This design comes from an exercise in tuning for small area, a short achievable clock period and few clock cycles on the open sky130 flow, not from production work.
Function was checked by simulation only, so behaviour that the tests miss may differ from the original.
Power figures rest on the tool's default switching activity, not on a simulated workload.

## oak
==> flow/design.v (excerpt) <==
module CPU(
    input CLK,
    input RST,
    output [31:0] imem_addr,  
    input [31:0] imem_data,  
    output [31:0] dmem_addr,  
    output [31:0] dmem_wdata,  
    output dmem_we,  
    input [31:0] dmem_rdata,  
    output halted  
    );
For scale: about 4800 cells after synthesis, about 160 I/O pins.
export LEC_CHECK = 0
export CAP_MARGIN = 20
export CORE_MARGIN = 2
export CORE_UTILIZATION = 40
export SLEW_MARGIN = 20
create_clock -name core_clock -period 22.0 [get_ports {CLK}]
run.sh (not shown) runs the stock make flow with config.mk's settings and CLKGATE_MAP_FILE= SYNTH_SCRIPT=/design/flow/synth_recipe.tcl, a recipe that flattens the netlist after the stock synthesis.
Looking at the reports, oak completed the entire flow and the layout it produced met the timing, DRC and antenna checks.
Testbench counts of oak, summed over its fixed seeds: cycles 34,766.
### oak -> pine
==> flow/flow/run.sh (new file) <==
#!/bin/bash
set -euo pipefail
export SETUP_SLACK_MARGIN=16.4
export BUFFER_PORTS_ARGS="-buffer_cell sky130_fd_sc_hd__buf_2"
export CTS_ARGS="-sink_clustering_enable -repair_clock_nets -dont_use_dummy_load -sink_clustering_size 24 -sink_clustering_max_diameter 100"
bash standard.sh finish > flow_make.log 2>&1
==> flow/standard.sh (new file) <==
#!/bin/bash
# synth_recipe.tcl (not shown) runs the flow's synth.tcl, then flattens the netlist and writes it again
# the make line also repeats each setting of config.mk as NAME=value (left out here)
make -C /OpenROAD-flow-scripts/flow DESIGN_CONFIG=/design/flow/config.mk WORK_HOME=/design/flow/orfs CLKGATE_MAP_FILE= SYNTH_SCRIPT=/design/flow/synth_recipe.tcl "${@:-finish}"
removed: flow/run.sh
[summary]
Having completed the whole flow, pine delivered a layout that passed the timing, DRC and antenna checks.
~same met2 track demand over resource in global routing in pine and oak
For the met3 track utilization from global routing, pine came in 0.45 points lower than oak did.
In terms of share of the synthesized area in compound gates (AO/OA/AOI/OAI), pine and oak differ only marginally.
In pine relative to oak, final routed wirelength across all metal layers had gone down slightly.
pine ended up with a higher register area than oak did.
oak -> pine: number of clock sinks flat
Changes observed in pine relative to oak: clock power decreased by about 44% relative to the old numbers; clock buffer count in the final layout went down; via count has decreased; hold slack rose 13 ps.
Input-level comparison between birch and pine:
- swapping 40 for 55 in CORE_UTILIZATION
## What came out
- | share of the clock period used by the worst path | birch vs pine | ≈ equal |
- Compared with pine, birch ends up with a smaller final cell area.
- Diff pine -> birch | width of the chip | down by more than 10%
The inputs of maple differ from those of birch as listed below.
- swapping 55 for 40 in CORE_UTILIZATION
==> flow/flow/run.sh <==
#!/bin/bash
set -euo pipefail
export SETUP_SLACK_MARGIN=16.4
export BUFFER_PORTS_ARGS="-buffer_cell sky130_fd_sc_hd__buf_2"
bash standard.sh finish > flow_make.log 2>&1
--- outcome ---
Relative to birch, proportion of layout cells with a drive suffix above 1 has increased by 1.9 points in maple.
Re maximum frequency: birch was higher than maple.
Design area: maple > birch
Relative to birch, the ratio of routed vias to standard cells of maple is lower by 0.77.
Going from birch to maple, cell area after placement grows by about 0.9%.

========
== v6 ==
Starting RTL as in the previous note.
clock: 22.0 ns
lec_check: 0
cap_margin: 20
core_margin: 2
core_utilization: 40
slew_margin: 20
standard.sh (not shown) runs the stock make flow with config.mk's settings and CLKGATE_MAP_FILE= SYNTH_SCRIPT=/design/flow/synth_recipe.tcl, a recipe that flattens the netlist after the stock synthesis.
==> flow/flow/run.sh <==
#!/bin/bash
set -euo pipefail
export SETUP_SLACK_MARGIN=16.4
export BUFFER_PORTS_ARGS="-buffer_cell sky130_fd_sc_hd__buf_2"
export CTS_ARGS="-sink_clustering_enable -repair_clock_nets -dont_use_dummy_load"
bash standard.sh finish > flow_make.log 2>&1
v6: no failed stages, no open violations at the end
Testbench counts of v6, summed over its fixed seeds: cycles 34,766.
[inputs] v7 vs v6
==> flow/flow/run.sh <==
#!/bin/bash
set -euo pipefail
export SETUP_SLACK_MARGIN=16.4
export BUFFER_PORTS_ARGS="-buffer_cell sky130_fd_sc_hd__buf_2"
export CTS_ARGS="-sink_clustering_enable -repair_clock_nets -dont_use_dummy_load -sink_clustering_size 24 -sink_clustering_max_diameter 100"
bash standard.sh finish > flow_make.log 2>&1
--- a/flow/config.mk
+++ b/flow/config.mk
@@ -8,4 +8,4 @@
 export CAP_MARGIN = 20
 export CORE_MARGIN = 2
-export CORE_UTILIZATION = 40
+export CORE_UTILIZATION = 60
 export SLEW_MARGIN = 20
Comparing v6 and v7, routed via count is higher on v7. Compared with v6, in v7 count of cells resized by post-cts repair went down 98, sequential cell count roughly the same, ratio of final minimum period to clock period down 0.39 points.

[separate check: timing with driven ports]
Ports are ideal in the flow. The routed layouts listed here were re-timed in OpenROAD.
Step 1, drivers: a clkbuf_16 drives CLK and a buf_2 each remaining input, both assumed.
Step 2 adds t to the input delays and takes it off the output delays; t is the mean of the earliest and latest rising clock arrival at the registers after step 1. Input paths then give back, and output paths get back, about the clock's delay inside the block.
Three values: ideal ports, drivers, drivers and shift; two values: the first two.
run	shift t [ns]	setup slack, ns	latest minus earliest clock arrival (ns)
oak	0.872	15.427 / 15.347 / 14.805	0.074 / 0.074
pine	0.775	16.282 / 16.202 / 15.595	0.099 / 0.099
birch	0.743	16.293 / 16.237 / 15.607	0.120 / 0.120
maple	0.881	16.185 / 16.104 / 15.590	0.063 / 0.063
v6	0.852	16.234 / 16.154 / 15.562	0.106 / 0.106
v7	0.747	16.321 / 16.251 / 15.627	0.114 / 0.114
After both steps every run listed still meets setup and hold. The setup slack of v7, which loses most, moves by -0.070 ns with the drivers and by -0.694 ns with both steps.
